What follows belongs to an exercise in optimizing a design on an open flow for small area, a short achievable clock period and few clock cycles; a production flow would make more cautious choices.
Where RTL was checked, it was by simulation tests only, not by an equivalence proof against the original.

== run E ==
==> flow/design.v <==
`timescale 1ns / 1ps
module SimpleCPU(clk, rst, data_fromRAM, wrEn, addr_toRAM, data_toRAM, pCounter);
parameter SIZE = 10;
input clk, rst;
input wire [15:0] data_fromRAM;
output reg wrEn;
output reg [SIZE-1:0] addr_toRAM;
output wire [15:0] data_toRAM;
output reg [SIZE-1:0] pCounter;
localparam S_D = 3'd0;    
localparam S_E = 3'd1;    
localparam S_F = 3'd2;    
localparam S_I = 3'd3;    
localparam S_M = 3'd4;    
reg [2:0]  state, stateNext;
reg [2:0]  op, opNext;
reg [15:0] W, WNext;
reg [9:0]  S4, S4Next;      
reg        s4v, s4vNext;
reg        pend, pendNext;  
reg [15:0] Mreg;
reg [15:0] acc;
reg [1:0]  cnt, cntNext;
reg [9:0]  pcNext;
wire [15:0] I     = data_fromRAM;
wire [2:0]  iop   = I[15:13];
wire        azero = (I[12:0] == 13'd0);
wire [9:0]  pc1   = pCounter + 10'd1;
wire        Wz    = (W == 16'd0);
assign data_toRAM = W;
wire [15:0] M = data_fromRAM;
wire        sh_zero = (|M[15:5]) | (M[4] & ~|M[3:0]);
wire [15:0] Wrev, sh_in, sh_out, sh_rev;
genvar g;
generate for (g = 0; g < 16; g = g + 1) begin : rv
  assign Wrev[g] = W[15-g];
  assign sh_rev[g] = sh_out[15-g];
end endgenerate
assign sh_in  = M[4] ? Wrev : W;
assign sh_out = sh_in >> M[3:0];
wire [15:0] srl_res = sh_zero ? 16'd0 : (M[4] ? sh_rev : sh_out);
reg [15:0] alu;
always @* begin
  case (op)
    3'd0: alu = W + M;
    3'd1: alu = ~(W & M);
    3'd2: alu = srl_res;
    3'd3: alu = {15'd0, W < M};
    default: alu = M;
  endcase
end
wire [3:0] nib = Mreg[15:12];    
wire [15:0] accs = {acc[11:0], 4'd0};    
wire [15:0] prod = accs + (nib[0] ? W : 16'd0) + (nib[1] ? {W[14:0], 1'b0} : 16'd0)
                 + (nib[2] ? {W[13:0], 2'd0} : 16'd0) + (nib[3] ? {W[12:0], 3'd0} : 16'd0);
wire inD = (state == S_D);
wire inE = (state == S_E);
wire inI = (state == S_I);
wire inM = (state == S_M);
wire inF = (state == S_F);
wire d_bz    = (iop == 3'd4);
wire d_st    = (iop == 3'd6);
wire d_stall = pend & (d_bz | d_st);      
wire d_bznt  = d_bz & ~Wz;                
wire d_ea    = ~d_stall & ~d_bznt;        
reg selI, selEA, selP1, selP;
always @* begin
  selI  = 1'b0;
  selEA = 1'b0;
  selP1 = 1'b0;
  selP  = 1'b0;
  if (!rst) begin
    if (inD) begin
      selEA = d_ea;
      selP1 = ~d_stall & d_bznt;
      selP  = d_stall;
    end
    if (inE) begin
      selI  = (op == 3'd4);
      selP1 = (op != 3'd4) && (op != 3'd7);
      selP  = (op == 3'd7);
    end
    if (inI) selI = 1'b1;
    if (inM) begin
      selP1 = (cnt == 2'd2);
      selP  = (cnt != 2'd2);
    end
    if (inF) selP = 1'b1;
  end
end
always @* begin
  addr_toRAM = ({10{selI | selEA}} & I[9:0]) | ({10{selEA & azero}} & S4)
             | ({10{selP1}} & pc1) | ({10{selP}} & pCounter);
  wrEn = ~rst & ((inD & d_ea & d_st & ~(azero & ~s4v)) | (inI & (op == 3'd6)));
end
always @(posedge clk) begin
  state    <= stateNext;
  pCounter <= pcNext;
  op       <= opNext;
  W        <= WNext;
  S4       <= S4Next;
  s4v      <= s4vNext;
  pend     <= pendNext;
  acc      <= inE ? 16'd0 : prod;
  cnt      <= cntNext;
  Mreg     <= inM ? {Mreg[11:0], 4'd0} : data_fromRAM;
end
wire [9:0] ea_d = I[9:0] | ({10{azero}} & S4);
always @* begin
  stateNext = state;
  pcNext    = pCounter;
  opNext    = op;
  WNext     = pend ? prod : W;
  S4Next    = S4;
  s4vNext   = s4v;
  pendNext  = 1'b0;
  cntNext   = 2'd0;
  if (rst) begin
    stateNext = S_D;
    pcNext    = 10'd0;
    S4Next    = 10'd4;
    s4vNext   = 1'b0;
  end else begin
    case (state)
      S_D: begin
        opNext = iop;
        if (d_stall) begin
          stateNext = S_D;
        end else if (d_bznt) begin
          pcNext    = pc1;
          stateNext = S_D;
        end else if (azero && !s4v) begin      
          stateNext = S_I;
        end else if (d_st) begin               
          pcNext    = pc1;
          stateNext = S_F;
          if (ea_d == 10'd4) begin
            S4Next  = W[9:0];
            s4vNext = 1'b1;
          end
        end else begin
          stateNext = S_E;
        end
      end
      S_I: begin
        S4Next  = I[9:0];
        s4vNext = 1'b1;
        if (op == 3'd6) begin
          pcNext    = pc1;
          stateNext = S_F;
          if (I[9:0] == 10'd4) S4Next = W[9:0];
        end else begin
          stateNext = S_E;
        end
      end
      S_E: begin
        stateNext = S_D;
        if (op == 3'd4) begin                  
          pcNext = M[9:0];
        end else if (op == 3'd7) begin         
          stateNext = S_M;
        end else begin
          WNext  = alu;
          pcNext = pc1;
        end
      end
      S_M: begin
        cntNext = cnt + 2'd1;
        if (cnt == 2'd2) begin                 
          pcNext    = pc1;
          pendNext  = 1'b1;
          stateNext = S_D;
        end
      end
      default: begin                           
        stateNext = S_D;
      end
    endcase
  end
end
endmodule
export LEC_CHECK = 0
export CAP_MARGIN = 20
export CORE_MARGIN = 2
export CORE_UTILIZATION = 40
export SETUP_SLACK_MARGIN = 3.3
export SLEW_MARGIN = 20
create_clock -name core_clock -period 7.0 [get_ports {clk}]
run.sh (not shown) runs the stock make flow with config.mk's settings and CLKGATE_MAP_FILE= SYNTH_SCRIPT=/design/flow/synth_recipe.tcl, a recipe that flattens the netlist after the stock synthesis.
Testbench counts of run E, summed over its fixed seeds: cycles 107,331.
The following lists how run F was set up differently from run E:
-- flow/design.v --
<<< run E, line 61
wire d_bz    = (iop == 3'd4);
wire d_st    = (iop == 3'd6);
wire d_stall = pend & (d_bz | d_st);      
wire d_bznt  = d_bz & ~Wz;                
wire d_ea    = ~d_stall & ~d_bznt;        
reg selI, selEA, selP1, selP;
always @* begin
  selI  = 1'b0;
  selEA = 1'b0;
  selP1 = 1'b0;
  selP  = 1'b0;
  if (!rst) begin
    if (inD) begin
      selEA = d_ea;
      selP1 = ~d_stall & d_bznt;
      selP  = d_stall;
    end
    if (inE) begin
      selI  = (op == 3'd4);
      selP1 = (op != 3'd4) && (op != 3'd7);
      selP  = (op == 3'd7);
    end
    if (inI) selI = 1'b1;
    if (inM) begin
      selP1 = (cnt == 2'd2);
      selP  = (cnt != 2'd2);
    end
    if (inF) selP = 1'b1;
  end
end
always @* begin
  addr_toRAM = ({10{selI | selEA}} & I[9:0]) | ({10{selEA & azero}} & S4)
             | ({10{selP1}} & pc1) | ({10{selP}} & pCounter);
  wrEn = ~rst & ((inD & d_ea & d_st & ~(azero & ~s4v)) | (inI & (op == 3'd6)));
end
always @(posedge clk) begin
>>> run F, line 61
wire d_bz    = (iop == 3'd4);
wire d_st    = (iop == 3'd6);
wire dq      = ~rst & inD;
wire bzq     = dq & ~pend & ~Wz;          
wire t_bznt  = bzq & d_bz;
wire eaq     = dq & ~t_bznt;
wire e_bzt   = (op == 3'd4) & Wz;         
wire rI      = ~rst & ((inE & e_bzt) | inI);
wire rP1     = ~rst & ((inE & ~e_bzt & (op != 3'd7)) | (inM & (cnt == 2'd2)));
wire rP      = ~rst & ((inE & (op == 3'd7)) | (inM & (cnt != 2'd2)) | inF);
always @* begin
  addr_toRAM = ({10{eaq}} & (I[9:0] | ({10{azero}} & S4)))
             | ({10{rI}} & I[9:0])
             | ({10{t_bznt | rP1}} & pc1)
             | ({10{rP}} & pCounter);
  wrEn = (dq & ~pend & d_st & ~(azero & ~s4v)) | (~rst & inI & (op == 3'd6));
end
always @(posedge clk) begin
<<< run E, line 125
      S_D: begin
        opNext = iop;
        if (d_stall) begin
          stateNext = S_D;
        end else if (d_bznt) begin
          pcNext    = pc1;
          stateNext = S_D;
>>> run F, line 107
      S_D: begin
        opNext = iop;
        if (t_bznt) begin                      
          pcNext    = pc1;
          stateNext = S_D;
<<< run E, line 133
          stateNext = S_I;
        end else if (d_st) begin               
          pcNext    = pc1;
          stateNext = S_F;
          if (ea_d == 10'd4) begin
            S4Next  = W[9:0];
            s4vNext = 1'b1;
          end
        end else begin
>>> run F, line 113
          stateNext = S_I;
        end else if (d_st) begin               
          stateNext = S_F;
          if (!pend) begin                     
            pcNext = pc1;
            if (ea_d == 10'd4) begin
              S4Next  = W[9:0];
              s4vNext = 1'b1;
            end
          end
        end else begin
<<< run E, line 157
        stateNext = S_D;
        if (op == 3'd4) begin                  
          pcNext = M[9:0];
        end else if (op == 3'd7) begin         
          stateNext = S_M;
>>> run F, line 139
        stateNext = S_D;
        if (op == 3'd4) begin                  
          pcNext = Wz ? M[9:0] : pc1;
        end else if (op == 3'd7) begin         
          stateNext = S_M;
Results
Met3 wirelength from detailed routing, run E and run F: smaller value in run E
Run F vs. run E: utilization now sits higher; number of stages on the worst setup path +1; via count dropped 3.0%.
Number of detailed-routing iterations run before antenna repair ends up higher on run E.
Fraction of the mapped netlist area in compound gates sits higher in run F than in run E.
First-iteration DRC count (run F over run E): increase, 167
For initial antenna violation count, run F and run E come out practically identical.
The netlist area before placement of run F was superior to that of run E.
Where setup slack is concerned, run E is better than run F.
Taking run E as the reference, in run F global-route usage now sits at about the same level; core area -3.9%.
For run F, only the layout was checked, not whether the RTL still works.


## onyx
Another version of the RTL of SimpleCPU (not shown whole).
Size in the first run: ~59 flip-flops, ~55 I/O pins, ~9600 sq um of cells after synthesis.
## SimpleCPU
module SimpleCPU(clk, rst, data_fromRAM, wrEn, addr_toRAM, data_toRAM, pCounter);
==> module SimpleCPU, before the edit <==
module SimpleCPU(clk, rst, data_fromRAM, wrEn, addr_toRAM, data_toRAM, pCounter);
parameter SIZE = 10;
input clk, rst;
input wire [15:0] data_fromRAM;
output reg wrEn;
output reg [SIZE-1:0] addr_toRAM;
output wire [15:0] data_toRAM;
output reg [SIZE-1:0] pCounter;
localparam S_D = 2'd0;    
localparam S_E = 2'd1;    
localparam S_F = 2'd2;    
localparam S_I = 2'd3;    
reg [1:0]  state, stateNext;
reg [2:0]  op, opNext;
reg [15:0] W, WNext;
reg [9:0]  S4, S4Next;
reg        s4v, s4vNext;
reg        pend, pendNext;    
reg [15:0] Mreg;
reg [9:0]  pcNext;
wire [15:0] I     = data_fromRAM;
wire [2:0]  iop   = I[15:13];
wire        azero = (I[12:0] == 13'd0);
wire [9:0]  ea_d  = azero ? S4 : I[9:0];
wire [9:0]  pc1   = pCounter + 10'd1;
wire        Wz    = (W == 16'd0);
assign data_toRAM = W;
wire [15:0] M = data_fromRAM;
wire        sh_zero = (|M[15:5]) | (M[4] & ~|M[3:0]);
wire [15:0] Wrev, sh_in, sh_out, sh_rev;
genvar g;
generate for (g = 0; g < 16; g = g + 1) begin : rv
  assign Wrev[g] = W[15-g];
  assign sh_rev[g] = sh_out[15-g];
end endgenerate
assign sh_in  = M[4] ? Wrev : W;
assign sh_out = sh_in >> M[3:0];
wire [15:0] srl_res = sh_zero ? 16'd0 : (M[4] ? sh_rev : sh_out);
reg [15:0] alu;
always @* begin
  case (op)
    3'd0: alu = W + M;
    3'd1: alu = ~(W & M);
    3'd2: alu = srl_res;
    3'd3: alu = {15'd0, W < M};
    default: alu = M;
  endcase
end
always @(posedge clk) begin
  state    <= stateNext;
  pCounter <= pcNext;
  op       <= opNext;
  W        <= WNext;
  S4       <= S4Next;
  s4v      <= s4vNext;
  pend     <= pendNext;
  Mreg     <= data_fromRAM;
end
wire [15:0] prod = W * Mreg;
always @* begin
  stateNext  = state;
  pcNext     = pCounter;
  opNext     = op;
  WNext      = W;
  S4Next     = S4;
  s4vNext    = s4v;
  pendNext   = 1'b0;
  if (pend) WNext = prod;
  addr_toRAM = pCounter;
  wrEn       = 1'b0;
  if (rst) begin
    stateNext  = S_D;
    pcNext     = 10'd0;
    s4vNext    = 1'b0;
    addr_toRAM = 10'd0;
  end else begin
    case (state)
      S_D: begin
        opNext = iop;
        if (pend && (iop == 3'd4 || iop == 3'd6)) begin   
          addr_toRAM = pCounter;
          stateNext  = S_D;
        end else if (iop == 3'd4 && !Wz) begin          
          addr_toRAM = pc1;
          pcNext     = pc1;
          stateNext  = S_D;
        end else if (azero && !s4v) begin      
          addr_toRAM = 10'd4;
          stateNext  = S_I;
        end else if (iop == 3'd6) begin        
          addr_toRAM = ea_d;
          wrEn       = 1'b1;
          pcNext     = pc1;
          stateNext  = S_F;
          if (ea_d == 10'd4) S4Next = W[9:0];
        end else begin
          addr_toRAM = ea_d;
          stateNext  = S_E;
        end
      end
      S_I: begin
        S4Next  = I[9:0];
        s4vNext = 1'b1;
        addr_toRAM = I[9:0];
        if (op == 3'd6) begin
          wrEn      = 1'b1;
          pcNext    = pc1;
          stateNext = S_F;
          if (I[9:0] == 10'd4) S4Next = W[9:0];
        end else begin
          stateNext = S_E;
        end
      end
      S_E: begin
        if (op == 3'd4) begin                  
          addr_toRAM = M[9:0];
          pcNext     = M[9:0];
        end else begin
          if (op == 3'd7) pendNext = 1'b1;
          else WNext = alu;
          addr_toRAM = pc1;
          pcNext     = pc1;
        end
        stateNext = S_D;
      end
      default: begin                           
        addr_toRAM = pCounter;
        stateNext  = S_D;
      end
    endcase
  end
end
endmodule
make LEC_CHECK=0 CAP_MARGIN=20 CORE_MARGIN=2 CORE_UTILIZATION=40 SETUP_SLACK_MARGIN=3.0 SLEW_MARGIN=20 finish   # period 7.0 ns
> inputs changed (onyx -> sierra)
--- a/flow/design.v
+++ b/flow/design.v
@@ -8,9 +8,10 @@
 output wire [15:0] data_toRAM;
 output reg [SIZE-1:0] pCounter;
-localparam S_D = 2'd0;    
-localparam S_E = 2'd1;    
-localparam S_F = 2'd2;    
-localparam S_I = 2'd3;    
-reg [1:0]  state, stateNext;
+localparam S_D = 3'd0;    
+localparam S_E = 3'd1;    
+localparam S_F = 3'd2;    
+localparam S_I = 3'd3;    
+localparam S_M = 3'd4;    
+reg [2:0]  state, stateNext;
 reg [2:0]  op, opNext;
 reg [15:0] W, WNext;
@@ -19,4 +20,6 @@
 reg        pend, pendNext;    
 reg [15:0] Mreg;
+reg [15:0] acc, accNext;
+reg [1:0]  cnt, cntNext;
 reg [9:0]  pcNext;
 wire [15:0] I     = data_fromRAM;
@@ -56,7 +59,20 @@
   s4v      <= s4vNext;
   pend     <= pendNext;
-  Mreg     <= data_fromRAM;
+  acc      <= accNext;
+  cnt      <= cntNext;
+  if (state != S_M) Mreg <= data_fromRAM;
 end
-wire [15:0] prod = W * Mreg;
+reg [3:0] nib;
+always @* begin
+  case (cnt)
+    2'd0: nib = Mreg[15:12];
+    2'd1: nib = Mreg[11:8];
+    2'd2: nib = Mreg[7:4];
+    default: nib = Mreg[3:0];
+  endcase
+end
+wire [15:0] accs = (cnt == 2'd0) ? 16'd0 : {acc[11:0], 4'd0};
+wire [15:0] prod = accs + (nib[0] ? W : 16'd0) + (nib[1] ? {W[14:0], 1'b0} : 16'd0)
+                 + (nib[2] ? {W[13:0], 2'd0} : 16'd0) + (nib[3] ? {W[12:0], 3'd0} : 16'd0);
 always @* begin
   stateNext  = state;
@@ -67,4 +83,6 @@
   s4vNext    = s4v;
   pendNext   = 1'b0;
+  accNext    = prod;
+  cntNext    = 2'd0;
   if (pend) WNext = prod;
   addr_toRAM = pCounter;
@@ -118,10 +136,24 @@
           pcNext     = M[9:0];
         end else begin
-          if (op == 3'd7) pendNext = 1'b1;
-          else WNext = alu;
+          WNext      = alu;
           addr_toRAM = pc1;
           pcNext     = pc1;
         end
         stateNext = S_D;
+        if (op == 3'd7) begin                  
+          WNext      = W;
+          addr_toRAM = pCounter;
+          pcNext     = pCounter;
+          stateNext  = S_M;
+        end
+      end
+      S_M: begin
+        cntNext = cnt + 2'd1;
+        if (cnt == 2'd2) begin                
+          addr_toRAM = pc1;
+          pcNext     = pc1;
+          pendNext   = 1'b1;
+          stateNext  = S_D;
+        end
       end
       default: begin                           
## What came out
Looking at endpoint of the worst setup timing path, the addr_toRAM[0] result is from sierra; the W[14] one comes from onyx.
Between onyx and sierra, flip-flop and latch count is lower for onyx, sierra comes in above that.
Critical path depth in sierra is 5 below onyx.
NOTE: initial cell density of the core in sierra falls short of that of onyx
Number of standard cells after synthesis (sierra / onyx): 0.849
Against onyx, area of the die in sierra fell by more than 10%.
Looking at the reports, sierra completed the entire flow and the layout it produced met the timing, DRC and antenna checks.
Function was not checked in any run of this note: the RTL went through the layout flow alone.

-- static timing again, ports no longer ideal --
In the flow no input, the clock included, has a driving cell. The finished layouts below were timed again as built, in two steps.
Step 1 assumes that a clkbuf_16 drives the clock port and a buf_2 every other input.
Step 2 times the ports against the registers' clock, not the clock port: input delays grow and output delays shrink by t, the midpoint of the rising clock arrivals with the driver on.
Slacks: ideal / step 1 / step 2; pairs: ideal / step 1.
run	t, ns	setup WS [ns]	worst hold slack (ns)	worst data-port slew with drivers (ns)	pins driven straight from the clock port
run E	0.400	2.578 / 2.533 / 2.533	0.431 / 0.431 / 0.431	0.06	1
run F	0.400	2.168 / 2.133 / 2.133	0.422 / 0.422 / 0.422	0.06	1
onyx	0.383	1.853 / 1.853 / 1.853	0.498 / 0.498 / 0.498	0.07	1
sierra	0.398	1.846 / 1.815 / 1.815	0.521 / 0.521 / 0.521	0.04	1
After both steps setup and hold are still met in every run listed. The setup slack of run E, which loses most, moves by -0.045 ns with the drivers and by -0.045 ns with both steps.
